This is an optimization exercise on Yosys and OpenROAD, whose aim is small area, not a production implementation. Function was checked by simulation only, so behaviour that the tests miss may differ from the original. Power is estimated from default activity; no workload was simulated.

==> config.mk <==
export PLATFORM = sky130hd
export DESIGN_NAME = dac8734_ctrl
export DESIGN_NICKNAME = dac8734_ctrl
export VERILOG_FILES = /design/flow/design.v
export SDC_FILE = /design/flow/constraint.sdc
export NUM_CORES = 4
export LEC_CHECK = 0
export CAP_MARGIN = 20
export CORE_MARGIN = 2
export CORE_UTILIZATION = 40
export CTS_CLUSTER_DIAMETER = 100
export CTS_CLUSTER_SIZE = 25
export SLEW_MARGIN = 20
==> constraint.sdc <==
create_clock -name core_clock -period 10.0 [get_ports {clk}]
set_input_delay 2.0000 -clock core_clock [delete_from_list [all_inputs] [get_ports {clk}]]
set_output_delay 2.0000 -clock core_clock [all_outputs]
set_load 0.01 [all_outputs]
==> design.v <==
`timescale 1ns / 1ps
module ascii2hex(
    input [7:0] ascii_input,
    output [3:0] hex_output,
	 output error
    );
	wire [3:0] hex_data;
	assign hex_data = ((ascii_input >= "0") & (ascii_input <= "9"))? ascii_input - "0" :
								( 
									(ascii_input >= "A" & ascii_input <= "F") ? ascii_input - "A" + 8'hA :
									( 
										(ascii_input >= "a" & ascii_input <= "f") ? ascii_input - "a" + 8'hA : 4'h0
									)
								);
	assign hex_output = hex_data;
	assign error = (ascii_input < "0") | ((ascii_input > "9") & (ascii_input < "A")) | 
						((ascii_input > "F") & (ascii_input < "a")) | (ascii_input > "f");
endmodule
`timescale 1ns / 1ps
module hex2ascii(
    input [3:0] hex_input,
    output [7:0] ascii_output
    );
	assign ascii_output = ((hex_input < 4'hA) ? "0" : "A"-8'h0A) +{4'h0, hex_input};
endmodule
module async_receiver(clk, rst, RxD, RxD_data_ready, RxD_data);
input clk, rst, RxD;
output reg RxD_data_ready;   
output reg [7:0] RxD_data;
reg [11:0] acc;
reg Baud8Tick;
always @(posedge clk)
    if (rst) {Baud8Tick, acc} <= 13'd0;
    else {Baud8Tick, acc} <= {1'b0, acc} + 13'd151;
reg [1:0] RxD_sync_inv;
always @(posedge clk) if(rst) RxD_sync_inv <= 0; else if(Baud8Tick) RxD_sync_inv <= {RxD_sync_inv[0], ~RxD};
reg [1:0] RxD_cnt_inv;
reg RxD_bit_inv;
always @(posedge clk)
if(rst)
begin
	RxD_cnt_inv <= 0;
	RxD_bit_inv <= 0;
end
else if(Baud8Tick)
begin
	if( RxD_sync_inv[1] && RxD_cnt_inv!=2'b11) RxD_cnt_inv <= RxD_cnt_inv + 2'h1;
	else
	if(~RxD_sync_inv[1] && RxD_cnt_inv!=2'b00) RxD_cnt_inv <= RxD_cnt_inv - 2'h1;
	if(RxD_cnt_inv==2'b00) RxD_bit_inv <= 1'b0;
	else
	if(RxD_cnt_inv==2'b11) RxD_bit_inv <= 1'b1;
end
reg [3:0] state;
reg [3:0] bit_spacing;
wire next_bit = (bit_spacing==4'd10);
always @(posedge clk)
if(rst || state==0)
	bit_spacing <= 4'b0000;
else
if(Baud8Tick)
	bit_spacing <= {bit_spacing[2:0] + 4'b0001} | {bit_spacing[3], 3'b000};
always @(posedge clk)
if(rst)
	state <= 4'b0000;
else if(Baud8Tick)
case(state)
	4'b0000: if(RxD_bit_inv) state <= 4'b1000;   
	4'b1000: if(next_bit) state <= 4'b1001;   
	4'b1001: if(next_bit) state <= 4'b1010;   
	4'b1010: if(next_bit) state <= 4'b1011;   
	4'b1011: if(next_bit) state <= 4'b1100;   
	4'b1100: if(next_bit) state <= 4'b1101;   
	4'b1101: if(next_bit) state <= 4'b1110;   
	4'b1110: if(next_bit) state <= 4'b1111;   
	4'b1111: if(next_bit) state <= 4'b0001;   
	4'b0001: if(next_bit) state <= 4'b0000;   
	default: state <= 4'b0000;
endcase
always @(posedge clk)
if(Baud8Tick && next_bit && state[3]) RxD_data <= {~RxD_bit_inv, RxD_data[7:1]};
always @(posedge clk)
if(rst)
	RxD_data_ready <= 1'b0;
else
	RxD_data_ready <= (Baud8Tick && next_bit && state==4'b0001 && ~RxD_bit_inv);   
endmodule
module async_transmitter(clk, rst, TxD_start, TxD_data, TxD, TxD_busy);
input clk, rst, TxD_start;
input [7:0] TxD_data;
output TxD, TxD_busy;
reg [14:0] acc;
reg BaudTick;
wire TxD_busy;
always @(posedge clk)
    if (rst) {BaudTick, acc} <= 16'd0;
    else if (TxD_busy) {BaudTick, acc} <= {1'b0, acc} + 16'd151;
reg [3:0] state;
wire TxD_ready = (state==0);
assign TxD_busy = ~TxD_ready;
reg [7:0] TxD_dataReg;
always @(posedge clk) if(TxD_ready & TxD_start) TxD_dataReg <= TxD_data;
always @(posedge clk)
if(rst) state <= 4'b0000; else
case(state)
	4'b0000: if(TxD_start) state <= 4'b0001;
	4'b0001: if(BaudTick) state <= 4'b0100;
	4'b0100: if(BaudTick) state <= 4'b1000;   
	4'b1000: if(BaudTick) state <= 4'b1001;   
	4'b1001: if(BaudTick) state <= 4'b1010;   
	4'b1010: if(BaudTick) state <= 4'b1011;   
	4'b1011: if(BaudTick) state <= 4'b1100;   
	4'b1100: if(BaudTick) state <= 4'b1101;   
	4'b1101: if(BaudTick) state <= 4'b1110;   
	4'b1110: if(BaudTick) state <= 4'b1111;   
	4'b1111: if(BaudTick) state <= 4'b0010;   
	4'b0010: if(BaudTick) state <= 4'b0011;   
	4'b0011: if(BaudTick) state <= 4'b0000;   
	default: if(BaudTick) state <= 4'b0000;
endcase
wire muxbit = TxD_dataReg[state[2:0]];
reg TxD;
always @(posedge clk) if(rst) TxD <= 1'b0; else TxD <= (state<4) | (state[3] & muxbit);
endmodule
`timescale 1ns / 1ps
module tx_fifo (
    input  wire       clk,
    input  wire       rst,
    input  wire [7:0] din,
    input  wire       wr_en,
    input  wire       rd_en,
    output wire [7:0] dout,
    output wire       empty
);
reg [511:0] mem;
reg [6:0] count;
wire full = count[6];
assign empty = (count == 7'd0);
wire [5:0] head = count[5:0] - 6'd1;
assign dout = mem[8*head +: 8];
wire wr = wr_en && !full;
wire rd = rd_en && !empty;
always @(posedge clk)
    if (wr && !rst)
        mem <= {mem[503:0], din};
always @(posedge clk)
    if (rst)
        count <= 7'd0;
    else
        count <= count + {6'd0, wr} - {6'd0, rd};
endmodule
`timescale 1ns / 1ps
module data_receiver
    #(
      parameter BTF_RX_BUFFER_COUNT_WIDTH = 6,
      parameter BTF_RX_BUFFER_BYTES = 32,
      parameter BTF_RX_BUFFER_WIDTH = 8 * BTF_RX_BUFFER_BYTES
      )
    (
    input RxD,
    input clk,
    input rst,
    output btf_wr,                   
    output [7:0] btf_byte,
    output btf_commit,               
    output reg [BTF_RX_BUFFER_COUNT_WIDTH-1:0] BTF_Length,
    output [13:0] CMD_Hit,           
    output CMD_Ready,
    output esc_char_detected,
    output reg [1:0] esc_char,       
    output reg wrong_format
    );
	wire [7:0] usbdata ;
	wire usbready ;
	async_receiver RXUSB(.clk(clk), .rst(rst), .RxD(RxD), .RxD_data_ready(usbready), .RxD_data(usbdata));
	wire [3:0] hexadecimal_value;
	wire non_hexadecimal;
	ascii2hex ascii2hex_moudule(.ascii_input(usbdata), .hex_output(hexadecimal_value), .error(non_hexadecimal));
    wire is_dle = (usbdata == 8'h10);
    wire is_C = (usbdata == "C");
    wire is_R = (usbdata == "R");
    wire is_T = (usbdata == "T");
    wire is_A = (usbdata == "A");
    wire is_W = (usbdata == "W");
    reg esc_detect;    
    reg esc_found;     
    assign esc_char_detected = esc_found;
    always @ (posedge clk)
        if (rst) begin
            esc_detect <= 1'b0;
            esc_found <= 1'b0;
        end
        else begin
            esc_found <= 1'b0;
            if (esc_found) begin
                esc_detect <= 1'b0;
            end
            else if (usbready) begin
                if (!esc_detect) begin
                    esc_detect <= is_dle;
                end
                else begin
                    esc_detect <= 1'b0;
                    esc_found <= is_C | is_R | is_A | is_W;
                end
            end
        end
    always @ (posedge clk)
        if (usbready & esc_detect & ~esc_found)
            esc_char <= {is_A | is_W, is_R | is_W};
	reg [3:0] main_state;
	localparam MAIN_IDLE = 4'h0;
	localparam MAIN_BTF_READ_NUM_DIGITS = 4'h1;
	localparam MAIN_BTF_READ_BYTE_COUNT = 4'h2;
	localparam MAIN_BTF_READ_RAW_DATA = 4'h3;
    localparam MAIN_BTF_READ_RAW_DATA_ESC_DETECTED = 4'h4;
	localparam MAIN_BTF_CHECK_TERMINATOR = 4'h5;
	localparam MAIN_BTF_EXECUTION = 4'h6;
    localparam MAIN_CMD_READ_BYTE_COUNT = 4'h7;
    localparam MAIN_CMD_READ_ASCII_STRING = 4'h8;
    localparam MAIN_CMD_READ_ASCII_STRING_ESC_DETECTED = 4'h9;
	localparam MAIN_CMD_CHECK_TERMINATOR = 4'ha;
	localparam MAIN_CMD_EXECUTION = 4'hb;
    localparam MAIN_ESC_CHAR_DETECTED = 4'hc;
    localparam MAIN_WRONG_FORMAT = 4'hd;
    localparam MAIN_IDLE_FIRST_ESC_DETECTED = 4'he;
	reg [5:0] cnt_rem;
	reg [5:0] cnt_act;
    wire [3:0] cmd_actual_byte_count = cnt_act[3:0];
    reg term_ptr;    
    assign CMD_Ready = (main_state == MAIN_CMD_EXECUTION);
    wire active = !rst && !esc_char_detected && usbready;
    assign btf_byte = usbdata;
    assign btf_wr = active && (main_state == MAIN_BTF_READ_RAW_DATA);
    wire term_ok = (usbdata == (term_ptr ? 8'd10 : 8'd13));
    assign btf_commit = active && (main_state == MAIN_BTF_CHECK_TERMINATOR) && term_ok && term_ptr;
    localparam NCMD = 14;
    localparam [8*14-1:0] S1  = "*IDN?";
    localparam [8*14-1:0] S2  = {8'h10, "TEST", 8'h10};
    localparam [8*14-1:0] S3  = "WRITE REG";
    localparam [8*14-1:0] S4  = "SET CONFIG";
    localparam [8*14-1:0] S5  = "RESET";
    localparam [8*14-1:0] S6  = "LDAC";
    localparam [8*14-1:0] S7  = "LDAC LENGTH";
    localparam [8*14-1:0] S8  = "ADJ INTENSITY";
    localparam [8*14-1:0] S9  = "READ INTENSITY";
    localparam [8*14-1:0] S10 = "CAPTURE BTF";
    localparam [8*14-1:0] S11 = "BTF READ COUNT";
    localparam [8*14-1:0] S12 = "READ BTF";
    localparam [8*14-1:0] S13 = "UPDATE BITS";
    localparam [8*14-1:0] S14 = "READ BITS";
    localparam [8*14*NCMD-1:0] SALL = {S14, S13, S12, S11, S10, S9, S8, S7, S6, S5, S4, S3, S2, S1};
    localparam [4*NCMD-1:0] LALL = {4'd9, 4'd11, 4'd8, 4'd14, 4'd11, 4'd14, 4'd13, 4'd11, 4'd4, 4'd5, 4'd10, 4'd9, 4'd6, 4'd5};
    reg [NCMD-1:0] cmd_match;
    wire [NCMD-1:0] cmd_match_next;
    wire [NCMD-1:0] cmd_hit;
    genvar gk, gp;
    generate
        for (gk = 0; gk < NCMD; gk = gk + 1) begin : match_gen
            localparam [3:0] LEN = LALL[4*gk +: 4];
            wire [LEN-1:0] pos_ok;
            for (gp = 0; gp < LEN; gp = gp + 1) begin : pos_gen
                assign pos_ok[gp] = (cmd_actual_byte_count == gp) &&
                                    (usbdata == SALL[8*14*gk + 8*(LEN-1-gp) +: 8]);
            end
            assign cmd_match_next[gk] = cmd_match[gk] & (|pos_ok);
            assign cmd_hit[gk] = cmd_match[gk] & (cmd_actual_byte_count == LEN);
        end
    endgenerate
    assign CMD_Hit = cmd_hit;
    always @ (posedge clk)
        if (rst) begin
            main_state <= MAIN_IDLE;
            wrong_format <= 1'b0;
            BTF_Length <= 0;
        end
        else if (esc_char_detected == 1'b1) begin
            main_state <= MAIN_ESC_CHAR_DETECTED;
            wrong_format <= 1'b0;
        end
        else begin
            case (main_state)
                MAIN_IDLE: begin
                        wrong_format <= 1'b0;
                        if (usbready == 1) begin
                            if (usbdata[7:0] == "#")
                                main_state <= MAIN_BTF_READ_NUM_DIGITS;
                            else if (usbdata[7:0] == "!")
                                main_state <=  MAIN_CMD_READ_BYTE_COUNT;
                            else if (is_dle)
                                main_state <=  MAIN_IDLE_FIRST_ESC_DETECTED;
                            else
                                main_state <= MAIN_WRONG_FORMAT;
                        end
                    end
                MAIN_IDLE_FIRST_ESC_DETECTED:
                    if (usbready == 1) begin
                        if (!(is_C | is_R | is_T | is_A | is_W))
                            main_state <= MAIN_WRONG_FORMAT;
                        else
                            main_state <= MAIN_IDLE;
                    end
                MAIN_BTF_READ_NUM_DIGITS:
                    if (usbready == 1) begin
                        if (non_hexadecimal == 0) begin
                            cnt_act <= {2'b00, hexadecimal_value[3:0]};
                            main_state <= MAIN_BTF_READ_BYTE_COUNT;
                            cnt_rem <= 0;
                        end
                        else
                            main_state <= MAIN_WRONG_FORMAT;
                    end
                MAIN_BTF_READ_BYTE_COUNT:
                    if  (usbready == 1) begin
                        if (non_hexadecimal == 0) begin
                            cnt_rem <= {cnt_rem[1:0], hexadecimal_value[3:0]};
                            cnt_act <= cnt_act - 6'd1;
                            if (cnt_act[3:0] == 4'h1) begin
                                main_state <= MAIN_BTF_READ_RAW_DATA;
                                cnt_act <= 6'h0;
                            end
                        end
                        else
                            main_state <= MAIN_WRONG_FORMAT;
                    end
                MAIN_BTF_READ_RAW_DATA:
                    if  (usbready == 1) begin
                        cnt_rem <= cnt_rem - 6'd1;
                        cnt_act <= cnt_act + 6'd1;
                        if (is_dle)
                            main_state <= MAIN_BTF_READ_RAW_DATA_ESC_DETECTED;
                        else if (cnt_rem == 6'h1) begin
                            main_state <= MAIN_BTF_CHECK_TERMINATOR;
                            term_ptr <= 1'b0;
                        end
                    end
                MAIN_BTF_READ_RAW_DATA_ESC_DETECTED:
                    if  (usbready == 1) begin
                        if (is_dle) begin
                            if (cnt_rem == 6'h0) begin
                                main_state <= MAIN_BTF_CHECK_TERMINATOR;
                                term_ptr <= 1'b0;
                            end
                            else
                                main_state <= MAIN_BTF_READ_RAW_DATA;
                        end
                        else
                            main_state <= MAIN_WRONG_FORMAT;
                    end
                MAIN_BTF_CHECK_TERMINATOR:
                    if  (usbready == 1) begin
                        if (term_ok) begin
                            if (term_ptr) begin
                                main_state <= MAIN_BTF_EXECUTION;
                                term_ptr <= 1'b0;
                                BTF_Length <= cnt_act;
                            end
                            else
                                term_ptr <= 1'b1;
                        end
                        else
                            main_state <= MAIN_WRONG_FORMAT;
                    end
                MAIN_BTF_EXECUTION:
                    main_state <= MAIN_IDLE;
                MAIN_CMD_READ_BYTE_COUNT:
                    if  (usbready == 1'b1) begin
                        if (non_hexadecimal == 1'b0) begin
                            cnt_rem <= {2'b00, hexadecimal_value[3:0]};
                            main_state <= MAIN_CMD_READ_ASCII_STRING;
                            cnt_act <= 6'd0;
                        end
                        else
                            main_state <= MAIN_WRONG_FORMAT;
                    end
                MAIN_CMD_READ_ASCII_STRING:
                    if  (usbready == 1) begin
                        cnt_rem <= cnt_rem - 6'd1;
                        cnt_act <= cnt_act + 6'd1;
                        if (is_dle)
                            main_state <= MAIN_CMD_READ_ASCII_STRING_ESC_DETECTED;
                        else if (cnt_rem[3:0] == 4'd1) begin
                            main_state <= MAIN_CMD_CHECK_TERMINATOR;
                            term_ptr <= 1'b0;
                        end
                    end
                MAIN_CMD_READ_ASCII_STRING_ESC_DETECTED:
                    if  (usbready == 1) begin
                        if (is_dle) begin
                            if (cnt_rem[3:0] == 4'd0) begin
                                main_state <= MAIN_CMD_CHECK_TERMINATOR;
                                term_ptr <= 1'b0;
                            end
                            else
                                main_state <= MAIN_CMD_READ_ASCII_STRING;
                        end
                        else
                            main_state <= MAIN_WRONG_FORMAT;
                    end
                MAIN_CMD_CHECK_TERMINATOR:
                    if  (usbready == 1) begin
                        if (term_ok) begin
                            if (term_ptr) begin
                                main_state <= MAIN_CMD_EXECUTION;
                                term_ptr <= 1'b0;
                            end
                            else
                                term_ptr <= 1'b1;
                        end
                        else
                            main_state <= MAIN_WRONG_FORMAT;
                    end
                MAIN_CMD_EXECUTION:
                    main_state <= MAIN_IDLE;
                MAIN_ESC_CHAR_DETECTED:
                    main_state <= MAIN_IDLE;
                MAIN_WRONG_FORMAT: begin
                        wrong_format <= 1'b1;
                        main_state <= MAIN_IDLE;
                    end
                default:
                    main_state <= MAIN_IDLE;
            endcase
        end
    always @ (posedge clk)
        if (!rst && !esc_char_detected && usbready) begin
            if (main_state == MAIN_CMD_READ_BYTE_COUNT)
                cmd_match <= {NCMD{1'b1}};
            else if (main_state == MAIN_CMD_READ_ASCII_STRING)
                cmd_match <= cmd_match_next;
        end
endmodule
module btf_rings(
    input clk,
    input rst,
    input rx_wr,              
    input [7:0] rx_byte,      
    input commit,             
    input capture,            
    input s_ok,               
    input [4:0] rd_j,         
    output reg [31:0] S,      
    output [7:0] B_out,       
    output [4:0] B_k,         
    output [7:0] rd_byte
);
    reg [255:0] R, B, C;
    reg [4:0] ph;
    reg clr;                  
    reg [4:0] hR, hB, hC;
    reg rx_pend;
    reg cb_req, cb_act, cc_req, cc_act;
    reg [3:0] s_pend;         
    wire wr_now = rx_pend && (ph == hR + 5'd1);
    wire zero = rst | clr;
    wire [7:0] R_out = R[255:248];
    assign B_out = B[255:248];
    assign B_k = hB - ph;
    wire [7:0] C_out = C[255:248];
    always @(posedge clk) begin
        R <= {R[247:0], zero ? 8'h00 : (wr_now ? rx_byte : R_out)};
        B <= {B[247:0], zero ? 8'h00 : (cb_act ? R_out : B_out)};
        C <= {C[247:0], zero ? 8'h00 : (cc_act ? B_out : C_out)};
    end
    always @(posedge clk)
        if (rst) begin
            ph <= 5'd0;
            clr <= 1'b1;
            hR <= 5'd0;
            hB <= 5'd0;
            hC <= 5'd0;
            rx_pend <= 1'b0;
            cb_req <= 1'b0;
            cb_act <= 1'b0;
            cc_req <= 1'b0;
            cc_act <= 1'b0;
            s_pend <= 4'd0;
            S <= 32'd0;
        end
        else begin
            ph <= ph + 5'd1;
            if (ph == 5'd31) clr <= 1'b0;
            if (rx_wr) rx_pend <= 1'b1;
            else if (wr_now) begin
                rx_pend <= 1'b0;
                hR <= hR + 5'd1;
            end
            if (commit) cb_req <= 1'b1;
            else if (cb_req && ph == 5'd31) begin
                cb_req <= 1'b0;
                cb_act <= 1'b1;
                hB <= hR;
            end
            else if (cb_act && ph == 5'd31) begin
                cb_act <= 1'b0;
                s_pend <= 4'hf;
            end
            if (s_ok && B_k[4:2] == 3'b000 && s_pend[B_k[1:0]]) begin
                S[8*B_k[1:0] +: 8] <= B_out;
                s_pend[B_k[1:0]] <= 1'b0;
            end
            if (capture) cc_req <= 1'b1;
            else if (cc_req && ph == 5'd31) begin
                cc_req <= 1'b0;
                cc_act <= 1'b1;
                hC <= hB;
            end
            else if (cc_act && ph == 5'd31) cc_act <= 1'b0;
        end
    wire [4:0] rd_pos = ph - hC - 5'd2 - rd_j;
    assign rd_byte = C[8*rd_pos +: 8];
endmodule
`timescale 1ns / 1ps
module data_sender
(
    input clk,
    input rst,
    output TxD,
    input esc_char_detected,
    input [1:0] esc_char,             
    input wrong_format,
    input [2:0] tx1_kind,
    input TX_buffer1_ready,
    input TX_buffer2_ready,
    output [4:0] cap_rd_j,            
    input [7:0] cap_rd_byte,
    input [5:0] BTF_read_count,
    input [5:0] BTF_Length,
    input [7:0] LED_intensity,
    input [31:0] patterns
);
    localparam [2:0] K_WF = 3'd0, K_RSTAT = 3'd1, K_IDN = 3'd2, K_TEST = 3'd3,
                     K_WLEN = 3'd4, K_LED = 3'd5, K_UNK = 3'd6, K_PAT = 3'd7;
	reg TX_buffer1_ready_delay;
	reg TX_buffer2_ready_delay;
	wire TX_buffer1_PosEdge = TX_buffer1_ready & ~TX_buffer1_ready_delay;
	wire TX_buffer2_PosEdge = TX_buffer2_ready & ~TX_buffer2_ready_delay;
    always @ (posedge clk)
        if (rst) begin
            TX_buffer1_ready_delay <= 1'b0;
            TX_buffer2_ready_delay <= 1'b0;
        end
        else begin
            TX_buffer1_ready_delay <= TX_buffer1_ready;
            TX_buffer2_ready_delay <= TX_buffer2_ready;
        end
    reg reset_FIFO;
    reg [7:0] FIFO_din;
    reg FIFO_wr_en;
    reg FIFO_rd_en;
    wire [7:0] FIFO_dout;
    wire FIFO_empty;
    tx_fifo transmitter_FIFO(
    .clk(clk),
    .rst(reset_FIFO | rst),
    .din(FIFO_din),
    .wr_en(FIFO_wr_en),
    .rd_en(FIFO_rd_en),
    .dout(FIFO_dout),
    .empty(FIFO_empty)
  );
    reg [1:0] src;
    reg [6:0] idx;       
    wire [2:0] kind = (src == 2'd0) ? K_WF : (src == 2'd1) ? K_RSTAT : tx1_kind;
    function [7:0] hexc(input [3:0] v);
        hexc = ((v < 4'hA) ? "0" : "A"-8'h0A) + {4'h0, v};
    endfunction
    function [7:0] str_byte(input [8*14-1:0] s, input [3:0] n, input [3:0] i);
        str_byte = s[8*(n-1-i) +: 8];
    endfunction
    reg [7:0] b1_byte;
    reg [4:0] b1_len;
    always @(*) begin
        b1_byte = 8'h00;
        b1_len = 5'd0;
        case (kind)
            K_WF: begin
                b1_len = 5'd14;
                b1_byte = str_byte("!CWrong format", 4'd14, idx[3:0]);
            end
            K_RSTAT: begin
                b1_len = 5'd5;
                case (idx[2:0])
                    3'd0: b1_byte = patterns[31:24];
                    3'd1: b1_byte = patterns[23:16];
                    3'd2: b1_byte = patterns[15:8];
                    3'd3: b1_byte = patterns[7:0];
                    default: b1_byte = 8'h00;
                endcase
            end
            K_IDN: begin
                b1_len = 5'd11;
                b1_byte = str_byte("!9DAC v1_10", 4'd11, idx[3:0]);
            end
            K_TEST: begin
                b1_len = 5'd12;
                b1_byte = str_byte("!ATest rec'd", 4'd12, idx[3:0]);
            end
            K_WLEN: begin
                b1_len = 5'd15;
                b1_byte = (idx[3:0] == 4'd14) ? {2'b00, BTF_Length} : str_byte("!DWrong length", 4'd14, idx[3:0]);
            end
            K_LED: begin
                b1_len = 5'd3;
                b1_byte = (idx[1:0] == 2'd0) ? "!" : (idx[1:0] == 2'd1) ? "1" : LED_intensity;
            end
            K_UNK: begin
                b1_len = 5'd13;
                b1_byte = str_byte("!BUnknown CMD", 4'd13, idx[3:0]);
            end
            K_PAT: begin
                b1_len = 5'd6;
                case (idx[2:0])
                    3'd0: b1_byte = "!";
                    3'd1: b1_byte = "4";
                    3'd2: b1_byte = patterns[31:24];
                    3'd3: b1_byte = patterns[23:16];
                    3'd4: b1_byte = patterns[15:8];
                    default: b1_byte = patterns[7:0];
                endcase
            end
        endcase
    end
    wire b1_more = (idx[4:0] != b1_len);
    reg [7:0] b2_byte;
    always @(*) begin
        if (idx[6]) begin
            case (idx[2:0])
                3'd3: b2_byte = "#";
                3'd4: b2_byte = "3";
                3'd5: b2_byte = "0";
                3'd6: b2_byte = hexc({2'b00, BTF_read_count[5:4]});
                default: b2_byte = hexc(BTF_read_count[3:0]);
            endcase
        end
        else if (idx[5])
            b2_byte = 8'h00;
        else
            b2_byte = cap_rd_byte;
    end
    assign cap_rd_j = idx[4:0];
    wire b2_more = (idx != {1'b0, BTF_read_count});
	localparam [3:0] MAIN_FIFO_INITIALIZE = 4'd0;
	localparam [3:0] MAIN_FIFO_INITIALIZE_WAIT = 4'd1;
	localparam [3:0] MAIN_IDLE = 4'd2;
    localparam [3:0] MAIN_ESC_CHAR_SEND = 4'd3;
    localparam [3:0] MAIN_SEND_FINISH = 4'd4;
	localparam [3:0] MAIN_BUFFER1_SEND = 4'd5;
	localparam [3:0] MAIN_BUFFER2_SEND = 4'd6;
	localparam [3:0] MAIN_SEND_TERMINATOR = 4'd7;
    localparam [3:0] MAIN_ESC_DETECTED = 4'd8;
	reg [3:0] main_state;
    reg esc_already_encountered;
    wire [7:0] head = (main_state == MAIN_BUFFER2_SEND) ? b2_byte : b1_byte;
    wire more = (main_state == MAIN_BUFFER2_SEND) ? b2_more : b1_more;
    always @ (posedge clk)
        if (rst) begin
            main_state <= MAIN_FIFO_INITIALIZE;
            esc_already_encountered <= 1'b0;
            reset_FIFO <= 1'b0;
            FIFO_wr_en <= 1'b0;
        end
        else if (esc_char_detected == 1'b1) begin
            if (esc_char != 2'd2) begin    
                reset_FIFO <= 1'b1;
                FIFO_wr_en <= 1'b0;
                src <= esc_char;
                main_state <= MAIN_ESC_DETECTED;
                idx <= 7'd15;
            end
        end
        else begin
            case (main_state)
                MAIN_FIFO_INITIALIZE: begin
                        main_state <= MAIN_FIFO_INITIALIZE_WAIT;
                        reset_FIFO <= 1'b1;
                        FIFO_wr_en <= 1'b0;
                        idx <= 7'd15;
                    end
                MAIN_FIFO_INITIALIZE_WAIT: begin
                        reset_FIFO <= 1'b0;
                        if (idx[3:0] == 4'd0)
                            main_state <= MAIN_IDLE;
                        else
                            idx <= idx - 7'd1;
                    end
                MAIN_IDLE:
                    if (wrong_format == 1'b1) begin
                        main_state <= MAIN_BUFFER1_SEND;
                        src <= 2'd0;
                        idx <= 7'd0;
                    end
                    else if (TX_buffer1_PosEdge == 1'b1) begin
                        main_state <= MAIN_BUFFER1_SEND;
                        src <= 2'd2;
                        idx <= 7'd0;
                    end
                    else if (TX_buffer2_PosEdge == 1'b1) begin
                        main_state <= MAIN_BUFFER2_SEND;
                        idx <= 7'd123;
                        esc_already_encountered <= 1'b0;
                    end
                MAIN_ESC_DETECTED: begin
                        reset_FIFO <= 1'b0;
                        if (idx[3:0] == 4'd0) begin
                            main_state <= MAIN_ESC_CHAR_SEND;
                            FIFO_din <= 8'h10;
                            FIFO_wr_en <= 1'b1;
                        end
                        else
                            idx <= idx - 7'd1;
                    end
                MAIN_ESC_CHAR_SEND: begin
                        FIFO_din <= (src == 2'd0) ? "C" : (src == 2'd1) ? "R" : "W";
                        FIFO_wr_en <= 1'b1;
                        if (src == 2'd1) begin    
                            main_state <= MAIN_BUFFER1_SEND;
                            idx <= 7'd0;
                        end
                        else
                            main_state <= MAIN_SEND_FINISH;
                    end
                MAIN_SEND_FINISH: begin
                        main_state <= MAIN_IDLE;
                        FIFO_wr_en <= 1'b0;
                    end
                MAIN_BUFFER1_SEND, MAIN_BUFFER2_SEND:
                    if (more) begin
                        FIFO_din <= head;
                        FIFO_wr_en <= 1'b1;
                        if ((head == 8'h10) && (esc_already_encountered == 1'b0))
                            esc_already_encountered <= 1'b1;
                        else begin
                            esc_already_encountered <= 1'b0;
                            idx <= idx + 7'd1;
                        end
                    end
                    else begin
                        main_state <= MAIN_SEND_TERMINATOR;
                        FIFO_din <= 8'h0d;
                        FIFO_wr_en <= 1'b1;
                        idx <= 7'd1;
                    end
                MAIN_SEND_TERMINATOR:
                    if (idx[1]) begin
                        main_state <= MAIN_IDLE;
                        FIFO_wr_en <= 1'b0;
                    end
                    else begin
                        FIFO_din <= 8'h0a;
                        FIFO_wr_en <= 1'b1;
                        idx <= 7'd2;
                    end
                default:
                    main_state <= MAIN_IDLE;
		endcase
	end
	wire TxD_busy;
	reg TxD_start;
	async_transmitter TXUSB(.clk(clk), .rst(rst), .TxD(TxD), .TxD_busy(TxD_busy), .TxD_start(TxD_start),
									.TxD_data(FIFO_dout));
	reg [1:0] transmitter_state;
	localparam [1:0] TX_IDLE = 2'd0;
	localparam [1:0] TX_WAIT1 = 2'd1;
	localparam [1:0] TX_WAIT2 = 2'd2;
    always @ (posedge clk)
        if (rst) begin
            transmitter_state <= TX_IDLE;
            TxD_start <= 1'b0;
            FIFO_rd_en <= 1'b0;
        end
        else
        case (transmitter_state)
            TX_IDLE:
                if (FIFO_empty != 1'b1) begin
                    TxD_start <= 1'b1;
                    transmitter_state <= TX_WAIT1;
                end
                else
                    TxD_start <= 1'b0;
            TX_WAIT1:
                begin
                    TxD_start <= 1'b0;
                    FIFO_rd_en <= 1'b1;
                    transmitter_state <= TX_WAIT2;
                end
            TX_WAIT2:
                begin
                    FIFO_rd_en <= 1'b0;
                    if (TxD_busy == 1'b0)
                        transmitter_state <= TX_IDLE;
                end
            default:
                transmitter_state <= TX_IDLE;
		endcase
endmodule
`timescale 1ns / 1ps
module clock_divider(
    input wire CLK100MHZ,
    input wire reset,
    input wire [7:0] divide,
    input wire count_enable,
    output wire count_end
    );
reg[7:0] count;
assign count_end = (count == 8'h0);
always @(posedge CLK100MHZ) begin
    begin
        if(count_enable == 1'b1) begin
            count[7:0] <= count[7:0] - 8'h1;
            if( count[7:0] == 8'h0 ) begin
                count[7:0] <= {1'b0,divide[7:1]} - 8'h1;
            end
        end
        else begin
            count[7:0] <= {1'b0,divide[7:1]} - 8'h1;
        end
    end
end
endmodule
`timescale 1ns / 1ps
module shift_register_out(
    input wire CLK100MHZ,
    input wire reset,
    input wire lsb_first,
    input wire data_load,
    input wire [31:0] data_in,
    input wire write,
    output wire sdo
    );
reg [5:0] k;     
always @(posedge CLK100MHZ)
    if (reset || write)
        k <= 6'd0;
    else if (data_load && k != 6'd33)
        k <= k + 6'd1;
wire [4:0] j = k[4:0] - 5'd1;                   
wire [4:0] sel = lsb_first ? j : ~j;
assign sdo = (k != 6'd0) && (k[5] == 1'b0 || k[4:0] == 5'd0) && data_in[sel];
endmodule
`timescale 1ns / 1ps
module shift_register_in(
    input wire CLK100MHZ,
    input wire reset,
    input wire lsb_first,
    input wire data_load,
    input wire sdi,
    input wire clear_register,
    output wire [31:0] data_out
    );
reg[31:0] data;
assign data_out[31:0] = data[31:0];
always@(posedge CLK100MHZ) begin
    if(reset) begin
        data[31:0] <= 32'h0;
    end
    else begin
        if( clear_register == 1'b1) begin
            data[31:0] <= 32'b0;
        end
        else if(data_load == 1'b1) begin
            if(lsb_first == 1'b1) begin
                data[31:0] <= {data[30:0], sdi};
            end
            else begin
                data[31:0] <= {sdi,data[31:1]};
            end
        end
    end
end
endmodule
`timescale 1ns / 1ps
module spi_fsm_module
#(
    parameter NUM_CS = 1
)
(
    input  wire CLK100MHZ,
    input  wire reset,
    input  wire [31:0] spi_word,
    input  wire spi_config_selected,
    input  wire spi_data_selected,
    output wire busy,
    output wire loading,            
    output wire sdo,
    output wire cpol,
    output wire cspol,
    output wire slave_en,
    output wire cs_next,
    output wire sck_next,
    output wire[NUM_CS-1:0] cs_val
);
reg config_lsb_first;
reg config_slave_en;
reg config_end_spi;
reg[7:0] config_cs;
reg[4:0] config_length;
reg config_cspol;
reg config_cpol;
reg config_cpha;
reg[7:0] clk_div;
reg busy_state;
reg spi_start;
reg [4:0] data_remain;
reg data_load;
reg sck_next_state;
reg cs_next_state;
reg spi_counter_state;
reg initialize_reg;
wire spi_counter_end;
wire reduced_config_cpha = config_cpha ^ config_slave_en;
localparam [2:0] IDLE = 3'd0, LOW = 3'd1, HIGH = 3'd2, WAIT_LOW = 3'd3,
                 LAST_HIGH = 3'd4, LAST_LOW = 3'd5, EXTEND_LOW = 3'd6;
reg [2:0] spi_fsm_state;
assign busy = busy_state;
assign loading = initialize_reg;
assign cpol = config_cpol;
assign cspol = config_cspol;
assign slave_en = config_slave_en;
assign cs_next = cs_next_state;
assign sck_next = sck_next_state;
assign cs_val[NUM_CS-1:0] = config_cs[NUM_CS-1:0];
clock_divider clock_divider_0 (
    .CLK100MHZ(CLK100MHZ),
    .reset(reset),
    .divide(clk_div),
    .count_enable(spi_counter_state),
    .count_end(spi_counter_end)
);
shift_register_out shift_register_out_0(
    .CLK100MHZ(CLK100MHZ),
    .reset(reset),
    .lsb_first(config_lsb_first),
    .data_load(data_load),
    .data_in(spi_word),
    .write(initialize_reg),
    .sdo(sdo)
);
always @(posedge CLK100MHZ) begin
    if(reset) begin
        spi_start <= 1'b0;
        {config_lsb_first, config_slave_en, config_end_spi, config_cs, config_length, config_cspol, config_cpol, config_cpha, clk_div} <= 27'h0;
    end
    else begin
        if( spi_config_selected & ~busy_state) begin
            {config_lsb_first, config_slave_en, config_end_spi} <= spi_word[31:29];
            {config_cs, config_length, config_cspol, config_cpol, config_cpha, clk_div} <= spi_word[23:0];
        end
        spi_start <= spi_data_selected & ~busy_state;
    end
end
always @(posedge CLK100MHZ) begin
    if(reset) begin
        busy_state <= 1'b0;
        spi_fsm_state <= IDLE;
        data_load <= 1'b0;
        sck_next_state <= 1'b0;
        cs_next_state <= 1'b0;
        spi_counter_state <= 1'b0;
        initialize_reg <= 1'b0;
    end
    else begin
        case(spi_fsm_state)
            IDLE:
            begin
                data_remain[4:0] <= config_length[4:0];
                if(spi_start == 1'b1) begin
                    busy_state <= 1'b1;
                    cs_next_state <= 1'b1;
                    if(reduced_config_cpha == 1'b0) begin
                        data_load <= 1'b1;
                        spi_fsm_state <= LOW;
                    end
                    else begin
                        data_load <= 1'b0;
                        spi_fsm_state <= EXTEND_LOW;
                    end
                    spi_counter_state <= 1'b1;
                    sck_next_state <= 1'b0;
                    initialize_reg <= 1'b0;
                end
                else begin
                    cs_next_state <= 1'b0;
                    sck_next_state <= 1'b0;
                    busy_state <= spi_data_selected;
                    data_load <= 1'b0;
                    spi_counter_state <= 1'b0;
                    initialize_reg <= 1'b1;
                end
            end
            LOW:
            begin
                initialize_reg <= 1'b0;
                if(spi_counter_end == 1'b1) begin
                    spi_fsm_state <= (data_remain[4:0] == 5'h0) ? LAST_HIGH : HIGH;
                    sck_next_state <= 1'b1;
                    data_load <= reduced_config_cpha;
                end
                else begin
                    sck_next_state <= 1'b0;
                    data_load <= 1'b0;
                end
            end
            HIGH:
            begin
                if( spi_counter_end == 1'b1 ) begin
                    data_remain[4:0] <= data_remain[4:0] - 5'h1;
                    spi_fsm_state <= LOW;
                    data_load <= ~reduced_config_cpha;
                    sck_next_state <= 1'b0;
                end
                else begin
                    sck_next_state <= 1'b1;
                    data_load <= 1'b0;
                end
            end
            WAIT_LOW:
            begin
                data_remain[4:0] <= config_length[4:0];
                if(spi_start == 1'b1) begin
                    busy_state <= 1'b1;
                    if(reduced_config_cpha == 1'b0) begin
                        spi_fsm_state <= LOW;
                        data_load <= 1'b1;
                    end
                    else begin
                        spi_fsm_state <= EXTEND_LOW;
                        data_load <= 1'b0;
                    end
                    spi_counter_state <= 1'b1;
                    initialize_reg <= 1'b0;
                    sck_next_state <= 1'b0;
                end
                else begin
                    initialize_reg <= 1'b1;
                    spi_counter_state <= 1'b0;
                    busy_state <= 1'b0;
                    data_load <= 1'b0;
                    sck_next_state <= 1'b0;
                end
            end
            LAST_HIGH:
            begin
                if(spi_counter_end == 1'b1) begin
                    spi_fsm_state <= LAST_LOW;
                    if( reduced_config_cpha == 1'b1 )
                        data_load <= 1'b0;
                    else if( config_slave_en == 1'b0)
                        data_load <= 1'b1;
                    sck_next_state <= 1'b0;
                end
                else begin
                    sck_next_state <= 1'b1;
                    data_load <= 1'b0;
                end
            end
            LAST_LOW:
            begin
                sck_next_state <= 1'b0;
                data_load <= 1'b0;
                if(spi_counter_end == 1'b1) begin
                    busy_state <= 1'b1;
                    if(config_end_spi == 1'b1) begin
                        spi_fsm_state <= IDLE;
                        cs_next_state <= 1'b0;
                    end
                    else
                        spi_fsm_state <= WAIT_LOW;
                end
            end
            EXTEND_LOW:
            begin
                initialize_reg <= 1'b0;
                sck_next_state <= 1'b0;
                data_load <= 1'b0;
                if(spi_counter_end == 1'b1)
                    spi_fsm_state <= LOW;
            end
            default: ;
        endcase
    end
end
endmodule
`timescale 1ns / 1ps
module spi_multiple_single_output
#(
    parameter NUM_CS = 1
)
(
    input wire CLK100MHZ,
    input wire cpol,
    input wire cspol,
    input wire slave_en,
    input wire cs_next,
    input wire sdo,
    input wire sck_next,
    input wire [NUM_CS - 1:0]cs_val,
    output wire io_out,
    output wire io_oe,
    output wire sck,
    output wire [NUM_CS - 1:0] cs
);
genvar i;
reg sck_buffer;
reg[NUM_CS -1 :0] cs_buffer;
generate
    for (i = 0; i < NUM_CS; i = i + 1) begin : io_buf_gen
        always @(posedge CLK100MHZ) begin
            cs_buffer[i] <= ~ ( cspol ^( cs_next && cs_val[i] ));
        end
    end
endgenerate
assign io_out = sdo;
assign io_oe = ~slave_en;
assign sck = sck_buffer;
assign cs[NUM_CS-1:0] = cs_buffer[NUM_CS-1:0];
always @(posedge CLK100MHZ) begin
    sck_buffer <= sck_next ^ cpol;
end
endmodule
`timescale 1ns / 1ps
module dac8734_ctrl(
    input  wire       clk,
    input  wire       reset,
    input  wire       uart_rxd,
    output wire       uart_txd,
    output wire       sck,
    output wire [7:0] cs,
    output wire       io_out,
    output wire       io_oe,
    output wire       ldac_n
);
localparam NUM_CS = 8;
localparam C_IDN = 0, C_TEST = 1, C_WRITE_REG = 2, C_SET_CONFIG = 3, C_RESET = 4,
           C_LDAC = 5, C_LDAC_LENGTH = 6, C_ADJ_INTENSITY = 7, C_READ_INTENSITY = 8,
           C_CAPTURE_BTF = 9, C_BTF_READ_COUNT = 10, C_READ_BTF = 11,
           C_UPDATE_BITS = 12, C_READ_BITS = 13;
localparam [2:0] K_IDN = 3'd2, K_TEST = 3'd3, K_WLEN = 3'd4, K_LED = 3'd5,
                 K_UNK = 3'd6, K_PAT = 3'd7;
wire [31:0] BTF_Buffer;       
wire [7:0] B_out;
wire [4:0] B_k;
wire btf_wr, btf_commit;
wire [7:0] btf_byte;
wire btf_capture;
wire upd_set;
wire [4:0] cap_rd_j;
wire [7:0] cap_rd_byte;
wire [5:0] BTF_Length;
wire [13:0] CMD_Hit;
wire CMD_Ready;
wire esc_char_detected;
wire [1:0] esc_char;
wire wrong_format;
data_receiver receiver(
    .RxD                                (uart_rxd),
    .clk                                (clk),
    .rst                                (reset),
    .btf_wr                             (btf_wr),
    .btf_byte                           (btf_byte),
    .btf_commit                         (btf_commit),
    .BTF_Length                         (BTF_Length),
    .CMD_Hit                            (CMD_Hit),
    .CMD_Ready                          (CMD_Ready),
    .esc_char_detected                  (esc_char_detected),
    .esc_char                           (esc_char),
    .wrong_format                       (wrong_format)
);
btf_rings rings(
    .clk                                (clk),
    .rst                                (reset),
    .rx_wr                              (btf_wr),
    .rx_byte                            (btf_byte),
    .commit                             (btf_commit),
    .capture                            (btf_capture),
    .s_ok                               (spi_loading),
    .rd_j                               (cap_rd_j),
    .S                                  (BTF_Buffer),
    .B_out                              (B_out),
    .B_k                                (B_k),
    .rd_byte                            (cap_rd_byte)
);
reg [2:0] tx1_kind;
reg TX_buffer1_ready;
reg TX_buffer2_ready;
reg [5:0] BTF_read_count;
reg [7:0] LED_intensity;
reg [31:0] patterns;
data_sender sender(
    .clk                                    (clk),
    .rst                                    (reset),
    .TxD                                    (uart_txd),
    .esc_char_detected                      (esc_char_detected),
    .esc_char                               (esc_char),
    .wrong_format                           (wrong_format),
    .tx1_kind                               (tx1_kind),
    .TX_buffer1_ready                       (TX_buffer1_ready),
    .TX_buffer2_ready                       (TX_buffer2_ready),
    .cap_rd_j                               (cap_rd_j),
    .cap_rd_byte                            (cap_rd_byte),
    .BTF_read_count                         (BTF_read_count),
    .BTF_Length                             (BTF_Length),
    .LED_intensity                          (LED_intensity),
    .patterns                               (patterns)
);
reg spi_reset;
reg spi_config_selected;
reg spi_data_selected;
wire busy;
wire spi_loading;
wire sdo;
wire cpol;
wire cspol;
wire slave_en;
wire cs_next;
wire sck_next;
wire [NUM_CS-1:0] cs_val;
spi_fsm_module #(
    .NUM_CS                              (NUM_CS)
) spi_fsm_inst (
    .CLK100MHZ                           (clk),
    .reset                               (spi_reset | reset),
    .spi_word                            (BTF_Buffer[31:0]),
    .spi_config_selected                 (spi_config_selected),
    .spi_data_selected                   (spi_data_selected),
    .busy                                (busy),
    .loading                             (spi_loading),
    .sdo                                 (sdo),
    .cpol                                (cpol),
    .cspol                               (cspol),
    .slave_en                            (slave_en),
    .cs_next                             (cs_next),
    .sck_next                            (sck_next),
    .cs_val                              (cs_val)
);
spi_multiple_single_output #(
    .NUM_CS                              (NUM_CS)
) spi_mso_inst (
    .CLK100MHZ                           (clk),
    .cpol                                (cpol),
    .cspol                               (cspol),
    .slave_en                            (slave_en),
    .cs_next                             (cs_next),
    .sdo                                 (sdo),
    .sck_next                            (sck_next),
    .cs_val                              (cs_val),
    .io_out                              (io_out),
    .io_oe                               (io_oe),
    .sck                                 (sck),
    .cs                                  (cs)
);
reg ldac_bar;
assign ldac_n = ldac_bar;
reg [7:0] ldac_length;
reg [7:0] ldac_pause_count;
reg upd_pend, upd_act;
wire upd_now = (upd_pend && B_k == 5'd7) || upd_act;
wire [1:0] upd_m = B_k[1:0];            
wire [7:0] upd_data = BTF_Buffer[8*upd_m +: 8];
always @(posedge clk)
    if (reset) begin
        upd_pend <= 1'b0;
        upd_act <= 1'b0;
        patterns <= 32'd0;
    end
    else begin
        if (upd_set) upd_pend <= 1'b1;
        else if (upd_pend && B_k == 5'd7) begin
            upd_pend <= 1'b0;
            upd_act <= 1'b1;
        end
        else if (upd_act && B_k == 5'd4) upd_act <= 1'b0;
        if (upd_now)
            patterns[8*upd_m +: 8] <= (patterns[8*upd_m +: 8] & ~B_out) | (B_out & upd_data);
    end
localparam [2:0] MAIN_IDLE = 3'd0,
                 MAIN_SPI_CONFIG = 3'd1,
                 MAIN_RESET = 3'd2,
                 MAIN_DAC_WAIT_FOR_BUSY_ON = 3'd3,
                 MAIN_DAC_WAIT_FOR_BUSY_OFF = 3'd4,
                 MAIN_DAC_LDAC_PAUSE = 3'd5,
                 MAIN_DAC_LDAC_OFF = 3'd6,
                 MAIN_UNKNOWN_CMD = 3'd7;
reg [2:0] main_state;
assign upd_set = !reset && !esc_char_detected && main_state == MAIN_IDLE && CMD_Ready && CMD_Hit[C_UPDATE_BITS];
assign btf_capture = !reset && !esc_char_detected && main_state == MAIN_IDLE && CMD_Ready && CMD_Hit[C_CAPTURE_BTF];
always @ (posedge clk) begin
    if (reset) begin
        main_state <= MAIN_IDLE;
        TX_buffer1_ready <= 1'b0;
        TX_buffer2_ready <= 1'b0;
        LED_intensity <= 8'd0;
        spi_reset <= 1'b0;
        spi_config_selected <= 1'b0;
        spi_data_selected <= 1'b0;
        ldac_bar <= 1'b1;
        ldac_length <= 8'd40;
        BTF_read_count <= 'd0;
    end
    else if (esc_char_detected == 1'b1) begin
        if (esc_char == 2'd0) begin    
            TX_buffer1_ready <= 1'b0;
            TX_buffer2_ready <= 1'b0;
            main_state <= MAIN_IDLE;
            spi_reset <= 1'b0;
            spi_config_selected <= 1'b0;
            spi_data_selected <= 1'b0;
        end
    end
    else begin
        case (main_state)
            MAIN_IDLE: begin
                spi_config_selected <= 1'b0;
                spi_data_selected <= 1'b0;
                if (CMD_Ready == 1'b1) begin
                    if (CMD_Hit[C_IDN]) begin
                        tx1_kind <= K_IDN;
                        TX_buffer1_ready <= 1'b1;
                    end
                    else if (CMD_Hit[C_TEST]) begin
                        tx1_kind <= K_TEST;
                        TX_buffer1_ready <= 1'b1;
                    end
                    else if (CMD_Hit[C_WRITE_REG]) begin
                        if (BTF_Length != 6'd4) begin
                            tx1_kind <= K_WLEN;
                            TX_buffer1_ready <= 1'b1;
                        end
                        else if (busy != 1'b1) begin
                            main_state <= MAIN_DAC_WAIT_FOR_BUSY_ON;
                            spi_data_selected <= 1'b1;
                        end
                    end
                    else if (CMD_Hit[C_SET_CONFIG]) begin
                        if (BTF_Length != 6'd8) begin
                            tx1_kind <= K_WLEN;
                            TX_buffer1_ready <= 1'b1;
                        end
                        else if (busy != 1'b1) begin
                            main_state <= MAIN_SPI_CONFIG;
                            spi_config_selected <= 1'b1;
                        end
                    end
                    else if (CMD_Hit[C_RESET]) begin
                        spi_reset <= 1'b1;
                        main_state <= MAIN_RESET;
                    end
                    else if (CMD_Hit[C_LDAC]) begin
                        ldac_bar <= 1'b0;
                        ldac_pause_count <= ldac_length;
                        main_state <= MAIN_DAC_LDAC_PAUSE;
                    end
                    else if (CMD_Hit[C_LDAC_LENGTH]) begin
                        ldac_length <= BTF_Buffer[7:0];
                    end
                    else if (CMD_Hit[C_ADJ_INTENSITY]) begin
                        LED_intensity <= BTF_Buffer[7:0];
                    end
                    else if (CMD_Hit[C_READ_INTENSITY]) begin
                        tx1_kind <= K_LED;
                        TX_buffer1_ready <= 1'b1;
                    end
                    else if (CMD_Hit[C_CAPTURE_BTF]) begin
                    end
                    else if (CMD_Hit[C_BTF_READ_COUNT]) begin
                        BTF_read_count <= BTF_Buffer[5:0];
                    end
                    else if (CMD_Hit[C_READ_BTF]) begin
                        TX_buffer2_ready <= 1'b1;
                    end
                    else if (CMD_Hit[C_UPDATE_BITS]) begin
                    end
                    else if (CMD_Hit[C_READ_BITS]) begin
                        tx1_kind <= K_PAT;
                        TX_buffer1_ready <= 1'b1;
                    end
                    else begin
                        main_state <= MAIN_UNKNOWN_CMD;
                    end
                end
                else begin
                    TX_buffer1_ready <= 1'b0;
                    TX_buffer2_ready <= 1'b0;
                end
            end
            MAIN_DAC_WAIT_FOR_BUSY_ON: begin
                spi_data_selected <= 1'b0;
                if (busy != 1'b1)
                    main_state <= MAIN_DAC_WAIT_FOR_BUSY_OFF;
            end
            MAIN_DAC_WAIT_FOR_BUSY_OFF: begin
                if (busy != 1'b1)
                    main_state <= MAIN_IDLE;
            end
            MAIN_SPI_CONFIG : begin
                if (busy != 1'b1)
                    main_state <= MAIN_IDLE;
            end
            MAIN_DAC_LDAC_PAUSE: begin
                if (ldac_pause_count == 0)
                    main_state <= MAIN_DAC_LDAC_OFF;
                ldac_pause_count <= ldac_pause_count - 'd1;
            end
            MAIN_DAC_LDAC_OFF: begin
                ldac_bar <= 1'b1;
                main_state <= MAIN_IDLE;
            end
            MAIN_RESET: begin
                spi_reset <= 1'b0;
                main_state <= MAIN_IDLE;
            end
            MAIN_UNKNOWN_CMD: begin
                tx1_kind <= K_UNK;
                TX_buffer1_ready <= 1'b1;
                main_state <= MAIN_IDLE;
            end
        endcase
    end
end
endmodule
==> flow/run.sh <==
#!/bin/bash
# Own layout flow: the standard layout (standard.sh), except that the
# standard synthesis maps its combinational logic with an area-oriented ABC
# script (flow/abc_area.script) instead of ORFS's speed script. Everything
# else in the synthesis, registers included, is unchanged: the only change
# is the -script argument of yosys's abc call.
# Each tool's output goes to a log file of its own in the work folder.
set -euo pipefail
W=$(pwd)
F="$W/flow"

# synthesis script: synth_recipe.tcl with abc's -script argument replaced
{
  echo "proc abc {args} { set i [lsearch \$args -script]; lset args [expr {\$i+1}] {$F/abc_area.script}; yosys abc {*}\$args }"
  cat "$W/synth_recipe.tcl"
} > "$W/own_synth.tcl"

# the standard make command with that synthesis script, for the synthesis only
sed "s#SYNTH_SCRIPT=[^ ]*#SYNTH_SCRIPT=$W/own_synth.tcl#" "$W/standard.sh" > "$W/own_synth.sh"
grep -q "SYNTH_SCRIPT=$W/own_synth.tcl" "$W/own_synth.sh"

bash "$W/own_synth.sh" synth > "$W/synth.log" 2>&1
# the rest of the standard layout, from the floorplan to the final DEF
bash "$W/standard.sh" finish > "$W/layout.log" 2>&1
test -f "$W/out/final.def"
==> flow/abc_area.script <==
&get -n
&st
&synch2
&dch -f
&nf -R 1000 -p -F 8 -A 4 -a
&put
==> standard.sh <==
#!/bin/bash
# synth_recipe.tcl (not shown) runs the flow's synth.tcl, then flattens the netlist and writes it again
# the make line also repeats each setting of config.mk as NAME=value (left out here)
make -C /OpenROAD-flow-scripts/flow DESIGN_CONFIG=/design/flow/config.mk WORK_HOME=/design/flow/orfs CLKGATE_MAP_FILE= SYNTH_SCRIPT=/design/flow/synth_recipe.tcl "${@:-finish}"
==> run_results.csv, run 1 <==
group,metric,value,unit
route,via_per_inst,5.351,
sta,setup_violations,0,
layout,diodes,0,
placed_design,port_buffers,15,
layout,final_core_util,0.4386,
die,die_w,380.2,um
placed_design,gp_congestion,0.9001,
synth,ys_ff_latch,1625,
setup_path,cp_max_fo,14,
synth,yosysUniqueCellTypes,68,
synth,synth_ff_type,"dfxtp_1",
run,drv_cap,0,
route,detail-route-antenna-nets,0,
die,die_h,380.2,um
clock_tree,root_buffer,"clkbuf_16",
die,io_pins,16,
clock_tree,holdBufCountCts,0,
clock_tree,cts_resized,0,
sta,fin_crit,6.168,ns
setup_path,cp-end-kind,"output pin",
synth,synth_edf_count,590,
synth,yosysSeqAreaShare,0.6790,
clock_tree,cts_tree,"yes",
layout,layout.nets,4340,
min_path,min_path_type,"flop to flop",
route,remaining_drc_errors,0,
global_routing,grt.total_usage,0.1551,
synth,ys_warn_count,11,
pwr,p_per_area,245.2,mW/mm^2
global_routing,grt_start_max_net_pins,161,
sta,fin_crit_sh,0.6168,
synth,synth_area_leaders,"dfxtp_1 37%, edfxtp_1 31%, mux4_2 8.4%, nor2_1 2.6%, nand2_1 2.2%",
sta,fin_tns_setup,0,ns
die,initial_core_util,0.4013,
global_routing,grt_pass1_vias,32130,
sta,hold_viol,0,
global_routing,grt_pass1_wl,182400,um
route,vias,33020,
placed_design,placed_cells_incl_taps,6060,
route,drt-total-wl,114700,um
die,core.rowCount,138,
clock_tree,path_clk_slew,0.10,ns
global_routing,antenna_found_initial,0,
synth,yosys.area.top_type,"dfxtp_1",
pwr,leakagePower,21.01,nW
clock_tree,cts_setup_buffers,0,
synth,synth.net_count,4193,
sta,finClkSkew,0.04079,ns
clock_tree,numCtsBuffers,75,
die,core,0.1411,mm^2
clock_tree,cts_max_level,3,
global_routing,grt_overflow,0,
sta,rsz0062_at_grt,"no",
synth,netlist_instances,4100,
setup_path,critical_path_class,"flop to output pin",
sta,slew_violations,0,
synth,ys_top_cells_by_count,"1035 x dfxtp_1, 590 x edfxtp_1, 397 x nor2_1, 335 x nand2_1, 222 x a21oi_1",
layout,layout.cells.non_filler,6171,
placed_design,hpwl,72680,um
setup_path,cp.required,8.00,ns
clock_tree,cts_num_sinks,1625,
synth,async_flop_share,0,
sta,clock.fmax,0.1621,GHz
route,drt_iter0_drc,3141,
layout,largest_reg_flops,512,
die,die_area,0.1446,mm^2
setup_path,cp-start-kind,"flop",
synth,synth_top_area_share,0.3660,
layout,drive_gt1_frac,0.08666,
layout,largest_register,"sender.transmitter_FIFO.mem",
synth,synth_most_common_cell,"dfxtp_1",
sta,tightest_slew,1.101,ns
sta,slew_headroom,0.2597,
synth,netlist_area,0.05661,mm^2
pwr,peakVddDrop,0.0002425,V
setup_path,worstPathArrival,4.17,ns
clock_tree,clkLatencyLatePin,0.71,ns
run_status,status,"finished clean",
layout,syn_to_final_growth,9.287,%
clock_tree,cts_buffer_depth,3,
route,wl_per_cell,18.58,um
route,drtPass1Iterations,6,
synth,synth.avg_cell_area,13.81,um^2
-- layer usage --
layer / share of wire / track usage / wire, um
met5: 0 / 0 / 0
met4: 0.029 / 0.04850 / 3330
met3: 0.046 / 0.02167 / 5256
met2: 0.44 / 0.2368 / 50840
met1: 0.48 / 0.2288 / 55230
-- layout by cell type (no fill, tap or decap), drive strengths merged, types with 81 or more instances in the layout --
cell type / instances
ha: 81
clkbuf: 102
edfxtp: 590
clkinv: 97
dfxtp: 1035
mux4: 211
nand2: 335
nor2: 397
a22oi: 97
nor3: 86
o21ai: 144
a21oi: 222
-- worst paths after layout --
check | from | to | slack [ns] | depth (start not counted)
worst min register to register | rings.R[196]$_DFF_P_ | rings.R[204]$_DFF_P_ | 0.30 | 0
worst max register to register | sender.idx[0]$_SDFFCE_PP1P_ | sender.idx[3]$_SDFFCE_PP1P_ | 4.03 | 15
worst max-delay path | spi_fsm_inst.shift_register_out_0.k[0]$_SDFFE_PP0P_ | io_out | 3.83 | 9
worst min-delay path | rings.R[196]$_DFF_P_ | rings.R[204]$_DFF_P_ | 0.30 | 0
-- critical path, cell delays in order (launching register included) --
cell and delay, ns:
dfxtp_1 0.47, clkinv_1 0.16, ha_1 0.36, xor2_1 0.85, mux2i_1 0.28, a22oi_1 0.12
mux4_2 0.52, mux2i_1 0.18, nor2_1 0.06, clkdlybuf4s50_1 0.48
-- per-stage QoR --
stage | instance area [um^2] | worst slack (ns) | power, mW | hold slack, ns
after floorplan | 56620 | -0.2660 | 10.69 | 0.3096
after global placement | 59670 | 4.024 | 11.84 | 0.3098
after detailed placement | 59680 | 3.920 | 11.87 | 0.3121
after CTS | 61870 | 3.817 | 15.34 | 0.3034
after global routing | 61870 | 3.454 | 15.99 | 0.3183
final | 61870 | 3.832 | 15.17 | 0.2990
-- layout make-up --
cell class / count / area (um^2)
clock buffers: 102 / 2031
clock inverters: 9 / 158.9
fillers: 12810 / 79200
inverters: 94 / 352.8
multi-input cells: 2381 / 17930
flip-flops and latches: 1625 / 38440
well taps: 1890 / 2365
repair buffers: 70 / 589.3
-- cells by family (layout without fill, tap and decap cells) --
| logic type | Yosys count | after routing | synth area share |
|---|---|---|---|
| mux | 301 | 301 | 0.1001 |
| simple gates | 1116 | 1116 | 0.08940 |
| flops | 1625 | 1625 | 0.6790 |
| compound gates | 758 | 758 | 0.08628 |
| buf+inv | 94 | 275 | 0.006233 |
| xor+xnor | 116 | 116 | 0.01795 |
| fa+ha+maj | 90 | 90 | 0.02108 |
-- where the power goes --
part / switching [mW] / internal, mW
logic: 2.64 / 1.56
registers: 0.230 / 7.27
clock network: 1.99 / 1.48
==> inputs of run 2 (changes only) <==
==> run.sh (new file) <==
#!/bin/bash
# synth_recipe.tcl (not shown) runs the flow's synth.tcl, then flattens the netlist and writes it again
# the make line also repeats each setting of config.mk as NAME=value (left out here)
make -C /OpenROAD-flow-scripts/flow DESIGN_CONFIG=/design/flow/config.mk WORK_HOME=/design/flow/orfs CLKGATE_MAP_FILE= SYNTH_SCRIPT=/design/flow/synth_recipe.tcl finish
removed: flow/run.sh
removed: flow/abc_area.script
removed: standard.sh
==> run_results.csv, run 2 <==
group,metric,value,unit
run_status,status,"finished clean",
layout,diodes,0,
die,die_h,386.3,um
global_routing,grt.total_usage,0.1551,
global_routing,grt_pass1_vias,32100,
synth,synth_compound_area_frac,0.08128,
synth,ys_warn_count,11,
route,drtPass1Iterations,6,
sta,slew_violations,0,
sta,setup_violations,0,
setup_path,crit_start,"sender.idx[1]$_SDFFCE_PP1P_",
layout,layout.nets,4281,
pwr,pwr-share-comb,0.251,
layout,layout_commonest_cell,"dfxtp_1",
synth,synth_edf_count,590,
sta,hold_viol,0,
route,wl_per_cell,19.06,um
clock_tree,path_clk_slew,0.11,ns
route,detail-route-antenna-nets,0,
pwr,seqPwrFrac,0.513,
setup_path,cp_max_fo,37,
clock_tree,root_buffer,"clkbuf_16",
layout,syn_to_final_growth,7.282,%
pwr,power_switching,4.370,mW
synth,synthMuxAreaShare,0.1164,
setup_path,cp-start-kind,"flop",
min_path,min_path_type,"flop to flop",
route,remaining_drc_errors,0,
layout,regArea,0.03844,mm^2
synth,async_flop_share,0,
layout,drive_gt1_frac,0.1063,
pwr,internal_power,10.23,mW
setup_path,cp-end-kind,"flop",
clock_tree,cts_resized,0,
synth,synth_most_common_cell,"dfxtp_1",
route,drt-total-wl,117000,um
clock_tree,cts_tree,"yes",
global_routing,grt_start_max_net_pins,185,
clock_tree,cts_buffer_depth,3,
placed_design,hpwl,75230,um
layout,final_core_util,0.4313,
synth,synth_xor_area_frac,0.01963,
synth,ys_ff_latch,1625,
layout,layout_common_cells,"1034 x dfxtp_1, 590 x edfxtp_1, 347 x nor2_1",
placed_design,port_buffers,15,
die,initial_core_util,0.4020,
synth,netlist_instances,4271,
synth,synth.net_count,4364,
die,core.rowCount,140,
global_routing,grt_pass1_wl,185500,um
sta,tightest_slew,1.088,ns
synth,synth_top_family_by_area,"multiplexers",
route,drt_iter0_drc,2827,
layout,largest_reg_flops,512,
sta,fin_crit,6.334,ns
setup_path,crit_top_cell,"buf_4",
die,die_area,0.1492,mm^2
setup_path,cp.required,10.34,ns
run,drv_cap,0,
layout,largest_register,"sender.transmitter_FIFO.mem",
pwr,peakVddDrop,0.0002428,V
clock_tree,cts_num_sinks,1625,
synth,synthSimpleGateAreaFrac,0.08248,
sta,fin_crit_sh,0.6334,
setup_path,critical_path_class,"flop to flop",
sta,clock.fmax,0.1579,GHz
pwr,power,14.60,mW
die,io_pins,16,
placed_design,gp_congestion,0.9005,
synth,ys_top_cells_by_count,"1035 x dfxtp_1, 590 x edfxtp_1, 349 x nor2_1, 289 x nand2_1, 252 x mux4_2",
pwr,p_per_area,232.8,mW/mm^2
clock_tree,clkLatencyLatePin,0.73,ns
synth,synth_area_leaders,"dfxtp_1 35%, edfxtp_1 30%, mux4_2 9.7%, nor2_1 2.2%, nand2_1 1.9%",
pwr,leakagePower,21.21,nW
synth,yosys.area.top_type,"dfxtp_1",
setup_path,cp_cell_sequence,"buf_4, clkinv_1, fa_1, ha_1, inv_1, fa_2, buf_4, mux4_2, and3_1, a21oi_1, nand3_1, a221oi_1, a41o_1, and2_1, and4_1, nor3_1",
layout,multi_input_area,0.01879,mm^2
pwr,p_clk_frac,0.235,
setup_path,cp_slowest_stage_delay,1.15,ns
setup_path,worstReg2RegStart,"sender.idx[1]$_SDFFCE_PP1P_",
min_path,hp-start,"rings.R[229]$_DFF_P_",
clock_tree,cts_max_level,3,
synth,synth.avg_cell_area,13.69,um^2
synth,synth_top_area_share,0.3545,
die,die_w,386.3,um
sta,slew_headroom,0.2722,
setup_path,worstPathArrival,6.67,ns
die,core,0.1454,mm^2
sta,rsz0062_at_grt,"no",
route,vias,33020,
synth,synth_ff_type,"dfxtp_1",
synth,yosysUniqueCellTypes,98,
clock_tree,cts_setup_buffers,0,
layout,nFillCells,13240,
synth,yosysSeqAreaShare,0.6576,
route,via_per_inst,5.378,
sta,finClkSkew,0.03953,ns
pwr,p_sw_frac,0.2994,
global_routing,antenna_found_initial,2,
synth,synthAdderAreaFrac,0.02042,
clock_tree,holdBufCountCts,0,
clock_tree,numCtsBuffers,75,
setup_path,cp_slowest_cell,"fa_2",
synth,netlist_area,0.05845,mm^2
global_routing,grt_overflow,0,
run 2: changes by cell type after synthesis, moves of 14 or more:
cell / previous run / this run
buf_1: 0 / 18
nand2_1: 335 / 289
and2_1: 0 / 24
a21oi_1: 222 / 192
clkinv_1: 94 / 4
o22ai_1: 51 / 23
nor3_1: 86 / 59
clkbuf_1: 0 / 168
nor2_1: 397 / 349
mux2_2: 0 / 14
inv_1: 0 / 95
buf_2: 0 / 31
mux4_2: 211 / 252
run 2: cell type report:
class | count | share of cell area
timing repair buffer | 64 | 0.008739
tap | 1917 | 0.03825
clock buffer | 102 | 0.03190
inverter | 100 | 0.005986
sequential | 1625 | 0.6130
multi-input combinational | 2322 | 0.2996
clock inverter | 10 | 0.002474
run 2: metrics by stage:
step	cells	cell area (um^2)	setup TNS, ns	setup WS [ns]	hold WS [ns]
floorplan	4271	58470	-173.75	-0.3393	0.3096
global placement	6028	60540	0	3.840	0.3099
detailed placement	6028	60540	0	3.697	0.3121
CTS	6140	62700	0	3.675	0.3149
global route	6140	62710	0	3.245	0.3189
finish	6140	62710	0	3.666	0.3090
run 2: per-layer routing:
layer	part of all wire	wire length (um)	track usage
met5	0	0	0
met4	0.028	3239	0.04436
met3	0.049	5685	0.02696
met2	0.45	52810	0.2393
met1	0.47	55290	0.2244
run 2: power groups by stage:
stage | sequential (mW) | combinational, mW | clock, mW
after floorplan | 7.61 | 2.79 | 0
after global placement | 7.63 | 3.68 | 0
after detailed placement | 7.64 | 3.69 | 0
after CTS | 7.49 | 3.71 | 3.59
after global routing | 7.54 | 4.00 | 3.80
final | 7.49 | 3.67 | 3.44
run 2: final timing paths:
kind                                       to  slack [ns]  depth (start not counted)
setup / recovery  sender.idx[3]$_SDFFCE_PP1P_        3.67                         16
hold reg to reg          rings.R[237]$_DFF_P_        0.31                          0
setup reg to reg  sender.idx[3]$_SDFFCE_PP1P_        3.67                         16
hold / removal           rings.R[237]$_DFF_P_        0.31                          0
run 2: critical path: cells and delay by family, from the launching register on:
family	cells	cell delay, ns
AOI/OAI and AO/OA	3	0.45
buffers and inverters	4	1.46
and+or+nand+nor	5	1.40
adders and majority gates	3	2.03
muxes	1	0.24
DFF	1	0.33
run 2: logic make-up (layout without fill, tap and decap cells):
kind of cell    Yosys count  in the layout
mux                     360            360
buf+inv                 324            276
xor+xnor                126            126
fa+ha+maj                90             90
simple gates           1031           1031
flops                  1625           1625
compound gates          715            715

## static timing again, ports no longer ideal
The results above use ideal ports. As a check the final layouts listed here were re-extracted and re-timed, cells and wires unchanged.
Step 1 (the two cells are an assumption about what drives the block):
set clk [get_ports {clk}]
set_driving_cell -lib_cell sky130_fd_sc_hd__clkbuf_16 $clk
set_driving_cell -lib_cell sky130_fd_sc_hd__buf_2 [delete_from_list [all_inputs] $clk]
Step 2 times the ports against the registers' clock, not the clock port: input delays grow and output delays shrink by t, the midpoint of the rising clock arrivals with the driver on.
Three values: ideal ports, drivers, drivers and shift; two values: the first two.
run | shift t [ns] | setup WS [ns] | hold slack, ns | worst setup path after step 2
run 1 | 0.762 | 3.832 / 3.761 / 4.029 | 0.299 / 0.299 / 0.299 | register to register
run 2 | 0.784 | 3.666 / 3.666 / 3.666 | 0.309 / 0.309 / 0.309 | register to register
After both steps setup and hold are still met in every run listed.
